From an optimization exercise on the open Yosys and OpenROAD flow, aimed at small area and a short achievable clock period; shortcuts taken in it are not production practice. At most, simulation tests tie the RTL to the original design; equivalence was not proved. The RTL of run 2 was laid out without a check of its function.

==> flow/design.v, too long to show whole: its modules and the start of the top module <==
// module final_log: 1552 lines
module final_log(clk, reset, base, in_data, out_data);
  // ...
==> flow/flow/run.sh <==
#!/bin/bash
# The standard layout, with ORFS's timing repair asked to leave 35 ns of setup
# slack (a 25 ns period) instead of none, so that it sizes and buffers the
# critical paths; every tool's output is kept in the ORFS logs and in run.log.
set -euo pipefail
bash standard.sh SETUP_SLACK_MARGIN=35 finish > run.log 2>&1
==> flow/standard.sh <==
#!/bin/bash
# synth_recipe.tcl (not shown) runs the flow's synth.tcl, then flattens the netlist and writes it again
# the make line also repeats each setting of config.mk as NAME=value (left out here)
make -C /OpenROAD-flow-scripts/flow DESIGN_CONFIG=/design/flow/config.mk WORK_HOME=/design/flow/orfs CLKGATE_MAP_FILE= SYNTH_SCRIPT=/design/flow/synth_recipe.tcl "${@:-finish}"
==> flow/config.mk <==
export PLATFORM = sky130hd
export DESIGN_NAME = final_log
export DESIGN_NICKNAME = final_log
export VERILOG_FILES = /design/flow/design.v
export SDC_FILE = /design/flow/constraint.sdc
export NUM_CORES = 4
export LEC_CHECK = 0
export ABC_AREA = 1
export CAP_MARGIN = 20
export CORE_MARGIN = 2
export CORE_UTILIZATION = 40
export SLEW_MARGIN = 20
==> flow/constraint.sdc <==
create_clock -name core_clock -period 60.0 [get_ports {clk}]
set_input_delay 12.0000 -clock core_clock [delete_from_list [all_inputs] [get_ports {clk}]]
set_output_delay 12.0000 -clock core_clock [all_outputs]
set_load 0.01 [all_outputs]
==> run summary, run 1 <==
post-CTS setup-driven buffer insertion count=14; largest family of logic cells by synthesized area=adder cells; transition time of the tightest slew-check pin=~0.92 ns; sequential share of cell area=between 5 and 6%; global-route wire length before repair=approximately 55 mm; width of the chip=183.8 microns; outcome=finished clean; number of buffers added by the clock tree synthesis step=5; antenna violation net count after detailed routing=0; Data buffer area share=6.920%; area overhead of the layout relative to synthesis=13.66%; metal1 wirelength=about 15 mm; total number of placement rows=65; cell count after synthesis=between 1.5k and 2k; sequential cell area=about 750 sq um; Biggest register=wq; Synth area leaders=sky130_fd_sc_hd__ha_1 18%, sky130_fd_sc_hd__fa_1 17%, sky130_fd_sc_hd__nand2_1 12%, sky130_fd_sc_hd__inv_1 10%, sky130_fd_sc_hd__o21ai_0 6.4%; count of filler cells inserted in the layout=between 3k and 4k; final cell count without fillers=approximately 2.4k; critical path's top delay family=simple AND/OR/NAND/NOR gates; mux share of post-synthesis cell area=less than 1%; worst stage delay on the critical path=about 0.62 ns; total die area=around 0.034 sq mm; final net count=roughly 2.3k; arithmetic-cell share of the synthesized area counting full adders, half adders and majority gates=34.38%; async set-reset flop share out of synthesis=100.0%; met2 capacity usage during global routing=34.19%; Slowest cell on crit path=sky130_fd_sc_hd__o21ai_0; share of the clock period used by the worst path after layout=between 40% and 50%; maximum number of pins on one net before global-route repair=42; Worst Hold Margin=between 10 and 15 ns; Via density=~5.0; aggregate routed wire length=around 32 mm; Post-synth EDFFs=0; Worst Setup Start Kind=flip-flop; top layer used by detailed routing=met4; nature of the critical path endpoint=output pin
==> inputs of run 2 (changes only) <==
--- a/flow/design.v
+++ b/flow/design.v
@@ -796,58 +796,44 @@
     wire w4_11 = d4 ? x4_114 : w3_11;
     wire w4_12 = d4 ? x4_115 : w3_12;
     wire w4_13 = d4 ? x4_116 : w3_13;
     wire w4_14 = d4 ? x4_117 : w3_14;
     wire w4_15 = d4 ? x4_118 : w3_15;
     wire w4_16 = d4 ? x4_119 : w3_16;
     wire w4_17 = d4 ? x4_120 : w3_17;
     wire w4_18 = d4 ? x4_121 : w3_18;
-    reg [18:0] wq;         
-    reg [3:0] dq;          
-    reg [1:0] bq;
-    reg [3:0] eq;          
-    reg invq;              
-    always @(posedge clk or posedge reset)
-        if (reset) begin
-            wq <= 19'd0; dq <= 4'd0;
-            bq <= 2'd0; eq <= 4'd9; invq <= 1'b0;
-        end else begin
-            wq <= {w4_18, w4_17, w4_16, w4_15, w4_14, w4_13, w4_12, w4_11, w4_10, w4_9, w4_8, w4_7, w4_6, w4_5, w4_4, w4_3, w4_2, w4_1, w4_0};
-            dq <= {d4, d3, d2, d1};
-            bq <= base; eq <= e8[3:0]; invq <= ~valid;
-        end
-    wire x5_0 = wq[0] ^ wq[5];
-    wire x5_1 = wq[1] ^ wq[6];
-    wire x5_2 = wq[2] ^ wq[7];
-    wire x5_3 = wq[3] ^ wq[8];
-    wire x5_4 = wq[4] ^ wq[9];
-    wire x5_5 = wq[5] ^ wq[10];
-    wire x5_6 = wq[6] ^ wq[11];
-    wire x5_7 = wq[7] ^ wq[12];
-    wire x5_8 = wq[8] ^ wq[13];
-    wire x5_9 = wq[9] ^ wq[14];
-    wire x5_10 = wq[10] ^ wq[15];
-    wire x5_11 = wq[11] ^ wq[16];
-    wire x5_12 = wq[12] ^ wq[17];
-    wire x5_13 = wq[13] ^ wq[18];
-    wire x5_14 = wq[0] & wq[5];
-    wire x5_15 = wq[1] & wq[6];
-    wire x5_16 = wq[2] & wq[7];
-    wire x5_17 = wq[3] & wq[8];
-    wire x5_18 = wq[4] & wq[9];
-    wire x5_19 = wq[5] & wq[10];
-    wire x5_20 = wq[6] & wq[11];
-    wire x5_21 = wq[7] & wq[12];
-    wire x5_22 = wq[8] & wq[13];
-    wire x5_23 = wq[9] & wq[14];
-    wire x5_24 = wq[10] & wq[15];
-    wire x5_25 = wq[11] & wq[16];
-    wire x5_26 = wq[12] & wq[17];
-    wire x5_27 = wq[13] & wq[18];
+    wire x5_0 = w4_0 ^ w4_5;
+    wire x5_1 = w4_1 ^ w4_6;
+    wire x5_2 = w4_2 ^ w4_7;
+    wire x5_3 = w4_3 ^ w4_8;
+    wire x5_4 = w4_4 ^ w4_9;
+    wire x5_5 = w4_5 ^ w4_10;
+    wire x5_6 = w4_6 ^ w4_11;
+    wire x5_7 = w4_7 ^ w4_12;
+    wire x5_8 = w4_8 ^ w4_13;
+    wire x5_9 = w4_9 ^ w4_14;
+    wire x5_10 = w4_10 ^ w4_15;
+    wire x5_11 = w4_11 ^ w4_16;
+    wire x5_12 = w4_12 ^ w4_17;
+    wire x5_13 = w4_13 ^ w4_18;
+    wire x5_14 = w4_0 & w4_5;
+    wire x5_15 = w4_1 & w4_6;
+    wire x5_16 = w4_2 & w4_7;
+    wire x5_17 = w4_3 & w4_8;
+    wire x5_18 = w4_4 & w4_9;
+    wire x5_19 = w4_5 & w4_10;
+    wire x5_20 = w4_6 & w4_11;
+    wire x5_21 = w4_7 & w4_12;
+    wire x5_22 = w4_8 & w4_13;
+    wire x5_23 = w4_9 & w4_14;
+    wire x5_24 = w4_10 & w4_15;
+    wire x5_25 = w4_11 & w4_16;
+    wire x5_26 = w4_12 & w4_17;
+    wire x5_27 = w4_13 & w4_18;
     wire x5_28 = x5_14 | x5_0;
     wire x5_29 = x5_1 & x5_28;
     wire x5_30 = x5_15 | x5_29;
     wire x5_31 = x5_3 & x5_16;
     wire x5_32 = x5_17 | x5_31;
     wire x5_33 = x5_3 & x5_2;
     wire x5_34 = x5_5 & x5_18;
     wire x5_35 = x5_19 | x5_34;
@@ -859,18 +845,18 @@
     wire x5_41 = x5_23 | x5_40;
     wire x5_42 = x5_9 & x5_8;
     wire x5_43 = x5_11 & x5_24;
     wire x5_44 = x5_25 | x5_43;
     wire x5_45 = x5_11 & x5_10;
     wire x5_46 = x5_13 & x5_26;
     wire x5_47 = x5_27 | x5_46;
     wire x5_48 = x5_13 & x5_12;
-    wire x5_49 = wq[15] & wq[14];
-    wire x5_50 = wq[17] & wq[16];
+    wire x5_49 = w4_15 & w4_14;
+    wire x5_50 = w4_17 & w4_16;
     wire x5_51 = x5_33 & x5_30;
     wire x5_52 = x5_32 | x5_51;
     wire x5_53 = x5_39 & x5_35;
     wire x5_54 = x5_38 | x5_53;
     wire x5_55 = x5_39 & x5_36;
     wire x5_56 = x5_45 & x5_41;
     wire x5_57 = x5_44 | x5_56;
     wire x5_58 = x5_45 & x5_42;
@@ -899,81 +885,95 @@
     wire x5_81 = x5_6 & x5_71;
     wire x5_82 = x5_20 | x5_81;
     wire x5_83 = x5_8 & x5_62;
     wire x5_84 = x5_22 | x5_83;
     wire x5_85 = x5_10 & x5_73;
     wire x5_86 = x5_24 | x5_85;
     wire x5_87 = x5_12 & x5_69;
     wire x5_88 = x5_26 | x5_87;
-    wire x5_89 = wq[14] & x5_75;
-    wire x5_90 = wq[16] & x5_67;
-    wire x5_91 = wq[18] & x5_76;
+    wire x5_89 = w4_14 & x5_75;
+    wire x5_90 = w4_16 & x5_67;
+    wire x5_91 = w4_18 & x5_76;
     wire x5_92 = ~x5_0;
     wire x5_93 = x5_1 ^ x5_28;
     wire x5_94 = x5_2 ^ x5_30;
     wire x5_95 = x5_3 ^ x5_78;
     wire x5_96 = x5_4 ^ x5_52;
     wire x5_97 = x5_5 ^ x5_80;
     wire x5_98 = x5_6 ^ x5_71;
     wire x5_99 = x5_7 ^ x5_82;
     wire x5_100 = x5_8 ^ x5_62;
     wire x5_101 = x5_9 ^ x5_84;
     wire x5_102 = x5_10 ^ x5_73;
     wire x5_103 = x5_11 ^ x5_86;
     wire x5_104 = x5_12 ^ x5_69;
     wire x5_105 = x5_13 ^ x5_88;
-    wire x5_106 = wq[14] ^ x5_75;
-    wire x5_107 = wq[15] ^ x5_89;
-    wire x5_108 = wq[16] ^ x5_67;
-    wire x5_109 = wq[17] ^ x5_90;
-    wire x5_110 = wq[18] ^ x5_76;
+    wire x5_106 = w4_14 ^ x5_75;
+    wire x5_107 = w4_15 ^ x5_89;
+    wire x5_108 = w4_16 ^ x5_67;
+    wire x5_109 = w4_17 ^ x5_90;
+    wire x5_110 = w4_18 ^ x5_76;
     wire d5 = x5_110;
-    wire w5_0 = d5 ? x5_92 : wq[0];
-    wire w5_1 = d5 ? x5_93 : wq[1];
-    wire w5_2 = d5 ? x5_94 : wq[2];
-    wire w5_3 = d5 ? x5_95 : wq[3];
-    wire w5_4 = d5 ? x5_96 : wq[4];
-    wire w5_5 = d5 ? x5_97 : wq[5];
-    wire w5_6 = d5 ? x5_98 : wq[6];
-    wire w5_7 = d5 ? x5_99 : wq[7];
-    wire w5_8 = d5 ? x5_100 : wq[8];
-    wire w5_9 = d5 ? x5_101 : wq[9];
-    wire w5_10 = d5 ? x5_102 : wq[10];
-    wire w5_11 = d5 ? x5_103 : wq[11];
-    wire w5_12 = d5 ? x5_104 : wq[12];
-    wire w5_13 = d5 ? x5_105 : wq[13];
-    wire w5_14 = d5 ? x5_106 : wq[14];
-    wire w5_15 = d5 ? x5_107 : wq[15];
-    wire w5_16 = d5 ? x5_108 : wq[16];
-    wire w5_17 = d5 ? x5_109 : wq[17];
-    wire x6_0 = w5_0 ^ w5_6;
-    wire x6_1 = w5_1 ^ w5_7;
-    wire x6_2 = w5_2 ^ w5_8;
-    wire x6_3 = w5_3 ^ w5_9;
-    wire x6_4 = w5_4 ^ w5_10;
-    wire x6_5 = w5_5 ^ w5_11;
-    wire x6_6 = w5_6 ^ w5_12;
-    wire x6_7 = w5_7 ^ w5_13;
-    wire x6_8 = w5_8 ^ w5_14;
-    wire x6_9 = w5_9 ^ w5_15;
-    wire x6_10 = w5_10 ^ w5_16;
-    wire x6_11 = w5_11 ^ w5_17;
-    wire x6_12 = w5_0 & w5_6;
-    wire x6_13 = w5_1 & w5_7;
-    wire x6_14 = w5_2 & w5_8;
-    wire x6_15 = w5_3 & w5_9;
-    wire x6_16 = w5_4 & w5_10;
-    wire x6_17 = w5_5 & w5_11;
-    wire x6_18 = w5_6 & w5_12;
-    wire x6_19 = w5_7 & w5_13;
-    wire x6_20 = w5_8 & w5_14;
-    wire x6_21 = w5_9 & w5_15;
-    wire x6_22 = w5_10 & w5_16;
-    wire x6_23 = w5_11 & w5_17;
+    wire w5_0 = d5 ? x5_92 : w4_0;
+    wire w5_1 = d5 ? x5_93 : w4_1;
+    wire w5_2 = d5 ? x5_94 : w4_2;
+    wire w5_3 = d5 ? x5_95 : w4_3;
+    wire w5_4 = d5 ? x5_96 : w4_4;
+    wire w5_5 = d5 ? x5_97 : w4_5;
+    wire w5_6 = d5 ? x5_98 : w4_6;
+    wire w5_7 = d5 ? x5_99 : w4_7;
+    wire w5_8 = d5 ? x5_100 : w4_8;
+    wire w5_9 = d5 ? x5_101 : w4_9;
+    wire w5_10 = d5 ? x5_102 : w4_10;
+    wire w5_11 = d5 ? x5_103 : w4_11;
+    wire w5_12 = d5 ? x5_104 : w4_12;
+    wire w5_13 = d5 ? x5_105 : w4_13;
+    wire w5_14 = d5 ? x5_106 : w4_14;
+    wire w5_15 = d5 ? x5_107 : w4_15;
+    wire w5_16 = d5 ? x5_108 : w4_16;
+    wire w5_17 = d5 ? x5_109 : w4_17;
+    reg [17:0] wq;         
+    reg [4:0] dq;          
+    reg [1:0] bq;
+    reg [3:0] eq;          
+    reg invq;              
+    always @(posedge clk or posedge reset)
+        if (reset) begin
+            wq <= 18'd0; dq <= 5'd0;
+            bq <= 2'd0; eq <= 4'd9; invq <= 1'b0;
+        end else begin
+            wq <= {w5_17, w5_16, w5_15, w5_14, w5_13, w5_12, w5_11, w5_10, w5_9, w5_8, w5_7, w5_6, w5_5, w5_4, w5_3, w5_2, w5_1, w5_0};
+            dq <= {d5, d4, d3, d2, d1};
+            bq <= base; eq <= e8[3:0]; invq <= ~valid;
+        end
+    wire x6_0 = wq[0] ^ wq[6];
+    wire x6_1 = wq[1] ^ wq[7];
+    wire x6_2 = wq[2] ^ wq[8];
+    wire x6_3 = wq[3] ^ wq[9];
+    wire x6_4 = wq[4] ^ wq[10];
+    wire x6_5 = wq[5] ^ wq[11];
+    wire x6_6 = wq[6] ^ wq[12];
+    wire x6_7 = wq[7] ^ wq[13];
+    wire x6_8 = wq[8] ^ wq[14];
+    wire x6_9 = wq[9] ^ wq[15];
+    wire x6_10 = wq[10] ^ wq[16];
+    wire x6_11 = wq[11] ^ wq[17];
+    wire x6_12 = wq[0] & wq[6];
+    wire x6_13 = wq[1] & wq[7];
+    wire x6_14 = wq[2] & wq[8];
+    wire x6_15 = wq[3] & wq[9];
+    wire x6_16 = wq[4] & wq[10];
+    wire x6_17 = wq[5] & wq[11];
+    wire x6_18 = wq[6] & wq[12];
+    wire x6_19 = wq[7] & wq[13];
+    wire x6_20 = wq[8] & wq[14];
+    wire x6_21 = wq[9] & wq[15];
+    wire x6_22 = wq[10] & wq[16];
+    wire x6_23 = wq[11] & wq[17];
     wire x6_24 = x6_12 | x6_0;
     wire x6_25 = x6_1 & x6_24;
     wire x6_26 = x6_13 | x6_25;
     wire x6_27 = x6_3 & x6_14;
     wire x6_28 = x6_15 | x6_27;
     wire x6_29 = x6_3 & x6_2;
     wire x6_30 = x6_5 & x6_16;
     wire x6_31 = x6_17 | x6_30;
@@ -982,19 +982,19 @@
     wire x6_34 = x6_19 | x6_33;
     wire x6_35 = x6_7 & x6_6;
     wire x6_36 = x6_9 & x6_20;
     wire x6_37 = x6_21 | x6_36;
     wire x6_38 = x6_9 & x6_8;
     wire x6_39 = x6_11 & x6_22;
     wire x6_40 = x6_23 | x6_39;
     wire x6_41 = x6_11 & x6_10;
-    wire x6_42 = w5_13 & w5_12;
-    wire x6_43 = w5_15 & w5_14;
-    wire x6_44 = w5_17 & w5_16;
+    wire x6_42 = wq[13] & wq[12];
+    wire x6_43 = wq[15] & wq[14];
+    wire x6_44 = wq[17] & wq[16];
     wire x6_45 = x6_29 & x6_26;
     wire x6_46 = x6_28 | x6_45;
     wire x6_47 = x6_35 & x6_31;
     wire x6_48 = x6_34 | x6_47;
     wire x6_49 = x6_35 & x6_32;
     wire x6_50 = x6_41 & x6_37;
     wire x6_51 = x6_40 | x6_50;
     wire x6_52 = x6_41 & x6_38;
@@ -1018,55 +1018,55 @@
     wire x6_70 = x6_4 & x6_46;
     wire x6_71 = x6_16 | x6_70;
     wire x6_72 = x6_6 & x6_63;
     wire x6_73 = x6_18 | x6_72;
     wire x6_74 = x6_8 & x6_55;
     wire x6_75 = x6_20 | x6_74;
     wire x6_76 = x6_10 & x6_65;
     wire x6_77 = x6_22 | x6_76;
-    wire x6_78 = w5_12 & x6_61;
-    wire x6_79 = w5_14 & x6_66;
-    wire x6_80 = w5_16 & x6_59;
+    wire x6_78 = wq[12] & x6_61;
+    wire x6_79 = wq[14] & x6_66;
+    wire x6_80 = wq[16] & x6_59;
     wire x6_81 = ~x6_0;
     wire x6_82 = x6_1 ^ x6_24;
     wire x6_83 = x6_2 ^ x6_26;
     wire x6_84 = x6_3 ^ x6_69;
     wire x6_85 = x6_4 ^ x6_46;
     wire x6_86 = x6_5 ^ x6_71;
     wire x6_87 = x6_6 ^ x6_63;
     wire x6_88 = x6_7 ^ x6_73;
     wire x6_89 = x6_8 ^ x6_55;
     wire x6_90 = x6_9 ^ x6_75;
     wire x6_91 = x6_10 ^ x6_65;
     wire x6_92 = x6_11 ^ x6_77;
-    wire x6_93 = w5_12 ^ x6_61;
-    wire x6_94 = w5_13 ^ x6_78;
-    wire x6_95 = w5_14 ^ x6_66;
-    wire x6_96 = w5_15 ^ x6_79;
-    wire x6_97 = w5_16 ^ x6_59;
-    wire x6_98 = w5_17 ^ x6_80;
+    wire x6_93 = wq[12] ^ x6_61;
+    wire x6_94 = wq[13] ^ x6_78;
+    wire x6_95 = wq[14] ^ x6_66;
+    wire x6_96 = wq[15] ^ x6_79;
+    wire x6_97 = wq[16] ^ x6_59;
+    wire x6_98 = wq[17] ^ x6_80;
     wire d6 = x6_98;
-    wire w6_0 = d6 ? x6_81 : w5_0;
-    wire w6_1 = d6 ? x6_82 : w5_1;
-    wire w6_2 = d6 ? x6_83 : w5_2;
-    wire w6_3 = d6 ? x6_84 : w5_3;
-    wire w6_4 = d6 ? x6_85 : w5_4;
-    wire w6_5 = d6 ? x6_86 : w5_5;
-    wire w6_6 = d6 ? x6_87 : w5_6;
-    wire w6_7 = d6 ? x6_88 : w5_7;
-    wire w6_8 = d6 ? x6_89 : w5_8;
-    wire w6_9 = d6 ? x6_90 : w5_9;
-    wire w6_10 = d6 ? x6_91 : w5_10;
-    wire w6_11 = d6 ? x6_92 : w5_11;
-    wire w6_12 = d6 ? x6_93 : w5_12;
-    wire w6_13 = d6 ? x6_94 : w5_13;
-    wire w6_14 = d6 ? x6_95 : w5_14;
-    wire w6_15 = d6 ? x6_96 : w5_15;
-    wire w6_16 = d6 ? x6_97 : w5_16;
+    wire w6_0 = d6 ? x6_81 : wq[0];
+    wire w6_1 = d6 ? x6_82 : wq[1];
+    wire w6_2 = d6 ? x6_83 : wq[2];
+    wire w6_3 = d6 ? x6_84 : wq[3];
+    wire w6_4 = d6 ? x6_85 : wq[4];
+    wire w6_5 = d6 ? x6_86 : wq[5];
+    wire w6_6 = d6 ? x6_87 : wq[6];
+    wire w6_7 = d6 ? x6_88 : wq[7];
+    wire w6_8 = d6 ? x6_89 : wq[8];
+    wire w6_9 = d6 ? x6_90 : wq[9];
+    wire w6_10 = d6 ? x6_91 : wq[10];
+    wire w6_11 = d6 ? x6_92 : wq[11];
+    wire w6_12 = d6 ? x6_93 : wq[12];
+    wire w6_13 = d6 ? x6_94 : wq[13];
+    wire w6_14 = d6 ? x6_95 : wq[14];
+    wire w6_15 = d6 ? x6_96 : wq[15];
+    wire w6_16 = d6 ? x6_97 : wq[16];
     wire x7_0 = w6_0 ^ w6_7;
     wire x7_1 = w6_1 ^ w6_8;
     wire x7_2 = w6_2 ^ w6_9;
     wire x7_3 = w6_3 ^ w6_10;
     wire x7_4 = w6_4 ^ w6_11;
     wire x7_5 = w6_5 ^ w6_12;
     wire x7_6 = w6_6 ^ w6_13;
     wire x7_7 = w6_7 ^ w6_14;
@@ -1165,17 +1165,17 @@
     wire w7_11 = d7 ? x7_82 : w6_11;
     wire w7_12 = d7 ? x7_83 : w6_12;
     wire w7_13 = d7 ? x7_84 : w6_13;
     wire w7_14 = d7 ? x7_85 : w6_14;
     wire w7_15 = d7 ? x7_86 : w6_15;
     wire c7 = w7_0 & w7_1 & w7_2;    
     wire [23:0] yc = cst(bq, eq);
     wire [20:0] yt0 = tn0(bq, {dq[2], dq[1], dq[0]});
-    wire [17:0] yt1 = tn1(bq, {d5, dq[3]});
+    wire [17:0] yt1 = tn1(bq, {dq[4], dq[3]});
     wire [15:0] yt2 = tn2(bq, {d7, d6});
     wire y_0 = yc[0] ^ yt0[0];
     wire y_1 = y_0 ^ yt1[0];
     wire y_2 = (yc[0] & yt0[0]) | (yc[0] & yt1[0]) | (yt0[0] & yt1[0]);
     wire y_3 = yc[1] ^ yt0[1];
     wire y_4 = y_3 ^ yt1[1];
     wire y_5 = (yc[1] & yt0[1]) | (yc[1] & yt1[1]) | (yt0[1] & yt1[1]);
     wire y_6 = yc[2] ^ yt0[2];
==> flow/flow/run.sh (replaced) <==
#!/bin/bash
# The standard layout (the standard.sh: ORFS from synthesis to the final
# layout, unchanged), with ORFS's timing repair asked to leave 35 ns of setup
# slack instead of none, so that it sizes and buffers the critical paths.
# The ORFS logs keep each tool's output; run.log keeps make's.
set -euo pipefail
bash standard.sh SETUP_SLACK_MARGIN=35 finish > run.log 2>&1
==> run 2 against run 1 <==
  * Highest routed layer unchanged
  * Cell area up 0.49%
  * Core utilization down 0.71 points
  * Maximum frequency about the same
  * Wire length up 7.1%
  * Setup slack better by 0.017 ns
  * Still clean
==> run summary, run 2 <==
outcome=finished clean (unchanged); total die area=0.03416 sq mm (was 0.03379 sq mm); routed wirelength normalized by instance count=14.24 microns (was 13.63 microns); Slowest cell on crit path=sky130_fd_sc_hd__fa_1 (was sky130_fd_sc_hd__o21ai_0); maximum number of buffers from clock root to sink=2 (unchanged); Yosys Warn Count=1 (unchanged); Via density=5.074 (was 5.039); number of buffers inserted for hold repair after clock tree synthesis=0 (unchanged); area of all placed cells without fillers=0.01477 sq mm (was 0.01470 sq mm); antenna violation net count after detailed routing=0 (unchanged); transition time of the tightest slew-check pin=0.7878 ns (was 0.9248 ns); total buffers and inverters traversed by the critical path=17 (was 15); Remaining DRCs=0 (unchanged); arrival time at the worst endpoint=12.25 ns (was 12.27 ns); critical path's top delay family=simple AND/OR/NAND/NOR gates (unchanged); number of diodes added for antenna fixing=0 (unchanged); Biggest register=wq (unchanged); highest clock frequency the design can meet=41.23 MHz (was 41.20 MHz); most common cell after layout, fill and taps aside=sky130_fd_sc_hd__nand2_1 (unchanged); synthesis-stage register bit count=30 (unchanged); nature of the critical path endpoint=output pin (unchanged); count of placed standard cells including taps=2390 (was 2328); number of sinks driven by the clock tree=30 (unchanged); Post-synth EDFFs=0 (unchanged); kind of critical path=reg2out (unchanged); count of max-cap constraint violations=0 (unchanged); async set-reset flop share out of synthesis=100.0% (unchanged); crit path max fanout=19 (was 28); type of the tightest min-delay check=in2async (unchanged); Detail Placement HPWL=28.43 mm (was 26.92 mm); Hold Vio Cnt, Final=0 (unchanged); vias in the first global route=11.89k (was 11.66k); synth unique cells=61 (was 64); ports placed on the boundary=68 (unchanged); share of the clock period used by the worst path after layout=40.42% (was 40.45%); post-synthesis average cell area=6.763 sq um (was 6.768 sq um); total global routing track utilization=20.14% (was 19.30%); total number of placement rows=66 (was 65); clock transition at the registers of the reported paths=0.05 ns (was 0.06 ns); fraction of synthesized cell area taken by the top area cell type=17.51% (about the same); Net Count, Synth=2260 (was 2237); max reg flops=18 (was 19); Port Buffer Count=66 (unchanged); cell area after synthesis=0.01308 sq mm (was 0.01293 sq mm); number of gates on the worst path with buffers counted=81 (was 78); Required @ worst endpoint=48.00 ns (about the same); Placeable Area=0.03237 sq mm (was 0.03172 sq mm); top cells by instance count after synthesis=423 x sky130_fd_sc_hd__nand2_1, 354 x sky130_fd_sc_hd__inv_1, 183 x sky130_fd_sc_hd__ha_1 (was 430 x sky130_fd_sc_hd__nand2_1, 360 x sky130_fd_sc_hd__inv_1, 181 x sky130_fd_sc_hd__ha_1); number of buffers added by the clock tree synthesis step=5 (unchanged); width of the chip=184.8 microns (was 183.8 microns); unrepaired setup endpoints after global routing=yes (unchanged); cell count after synthesis=1934 (was 1911); share of the yosys chip area belonging to registers=5.759% (was 5.824%); most area-hungry cell type in the Yosys netlist=sky130_fd_sc_hd__ha_1 (unchanged); worst stage delay on the critical path=0.49 ns (was 0.62 ns); top_reg_cell synth=sky130_fd_sc_hd__dfrtp_1 (unchanged); final cell count without fillers=2429 (was 2370); Pins Over Slew Limit=0 (unchanged); most frequent cell after synthesis=sky130_fd_sc_hd__nand2_1 (unchanged); TritonCTS clock tree=done (unchanged); number of H-tree levels=2 (unchanged); Placed Area=0.01405 sq mm (was 0.01384 sq mm); global-route congestion overflow total=0 (unchanged); detailed router's first-iteration violation count=612 (was 673); Via Count=12.32k (was 11.94k); cell chosen for the clock root=sky130_fd_sc_hd__clkbuf_16 (unchanged); final net count=2312 (was 2293); aggregate routed wire length=34.60 mm (was 32.30 mm); cell occurring most often along the worst timing path=sky130_fd_sc_hd__nand2_1; summed negative setup slack over all endpoints=0 ns (unchanged); Tmin final=24.25 ns (was 24.27 ns); largest registers=wq x18, dq x5, eq x4 (was wq x19, dq x4, eq x4); Worst Setup Start Kind=flip-flop (unchanged); commonest non-fill, non-tap cells in the layout=418 x sky130_fd_sc_hd__nand2_1, 348 x sky130_fd_sc_hd__inv_1, 181 x sky130_fd_sc_hd__ha_1 (was 419 x sky130_fd_sc_hd__nand2_1, 355 x sky130_fd_sc_hd__inv_1, 176 x sky130_fd_sc_hd__ha_1); max-slew headroom at the worst pin=46.92% (was 37.69%); effective utilization at floorplan=40.41% (was 40.78%); Synth area leaders=sky130_fd_sc_hd__ha_1 18%, sky130_fd_sc_hd__fa_1 16%, sky130_fd_sc_hd__nand2_1 12%, sky130_fd_sc_hd__inv_1 10%, sky130_fd_sc_hd__o21ai_0 6.6% (was sky130_fd_sc_hd__ha_1 18%, sky130_fd_sc_hd__fa_1 17%, sky130_fd_sc_hd__nand2_1 12%, sky130_fd_sc_hd__inv_1 10%, sky130_fd_sc_hd__o21ai_0 6.4%); Final Worst Setup Slack=35.75 ns (was 35.73 ns); first drt pass iteration count=6 (was 7); maximum number of pins on one net before global-route repair=43 (was 42); number of antenna violations at the first check in global routing=0 (unchanged); global-route wire length before repair=56.86 mm (was 54.57 mm); Routability Congestion=0.9111 (was 0.9354); area overhead of the layout relative to synthesis=12.94% (was 13.66%); final setup vio count=0 (unchanged); die outline height=184.8 microns (was 183.8 microns); fraction of layout cells with a size suffix above 1=9.612% (was 9.553%); Post-Place Worst Slack=33.43 ns (was 33.37 ns)
[run 2: cell count changes in the layout (fill, tap and decap cells not counted), sizes merged, moves of 8 or more]
cell	change
o21ai	-12
nand2	+8
inv	-8
nand4	+9
nor2	+12
nor3	+8
[run 2: how the worst max path moves through the flow]
| stage | startpoint | endpoint | slack (ns) |
|---|---|---|---|
| floorplan | wq[6] | out_data[27] | 36.26 |
| global placement | wq[6] | out_data[14] | 33.58 |
| detailed placement | wq[6] | out_data[14] | 33.43 |
| CTS | wq[6] | out_data[14] | 35.02 |
| global route | wq[6] | out_data[22] | 34.85 |
| finish | wq[6] | out_data[22] | 35.75 |
[run 2: cells by family after synthesis]
kind of cell / after synthesis / share of synthesized area (%)
compound gates: 352 / 15.95
xor+xnor: 69 / 4.620
buf+inv: 424 / 12.84
simple gates: 762 / 26.42
mux: 7 / 0.5357
fa+ha+maj: 290 / 33.88
flops: 30 / 5.759
[run 2: final cells by class]
class | instances | area (sq um)
multi-input cells | 1482 | 10910
clock buffers | 6 | 138.9
well taps | 442 | 553.0
flip-flops and latches | 30 | 753.2
fillers | 3402 | 17600
clock inverters | 2 | 12.51
repair inverters | 6 | 42.54
inverters | 363 | 1381
repair buffers | 98 | 978.4
[run 2: layer usage]
metal  routed length (microns)  GRT usage, %
met5                         0             0
met4                       786         5.302
met1                     15540         26.10
met3                      1198         1.062
met2                     17070         36.43
[run 2: tightest hold or removal path: cells and delay by family]
kind	cells	cell delay [ns]
buffers and inverters	3	0.76
[run 2: timing repair]
item,in CTS,in global routing
pin swaps,0,14
endpoints found under the setup margin,28,28
gates cloned,5,4
gates resized for setup,32,74
buffers inserted,8,14
[run 2: per-stage QoR]
stage          util [%]  hold slack (ns)
3_5_place_dp      43.41            12.40
3_3_place_gp      43.39            12.39
5_1_grt           45.64            12.19
6_report          45.64            12.08
4_1_cts           44.46            12.11
2_1_floorplan         -            12.00

[afterwards: timing with drivers on the ports]
The results above use ideal ports. As a check the final layouts listed here were re-extracted and re-timed, cells and wires unchanged.
Step 1 (the two cells are an assumption about what drives the block):
set clk [get_ports {clk}]
set_driving_cell -lib_cell sky130_fd_sc_hd__clkbuf_16 $clk
set_driving_cell -lib_cell sky130_fd_sc_hd__buf_2 [delete_from_list [all_inputs] $clk]
Step 2 also shifts input and output timing later by t, the mid clock arrival at the registers, as if the neighbouring blocks saw the same clock.
a / b / c = ideal ports / drivers / drivers and shift; a / b = the first two.
run | t (ns) | slack for setup (ns) | hold WS [ns]
run 1 | 0.327 | 35.728 / 35.689 / 35.899 | 12.088 / 12.071 / 12.398
run 2 | 0.322 | 35.745 / 35.703 / 36.025 | 12.076 / 12.054 / 12.376
After both steps setup and hold are still met in every run listed.
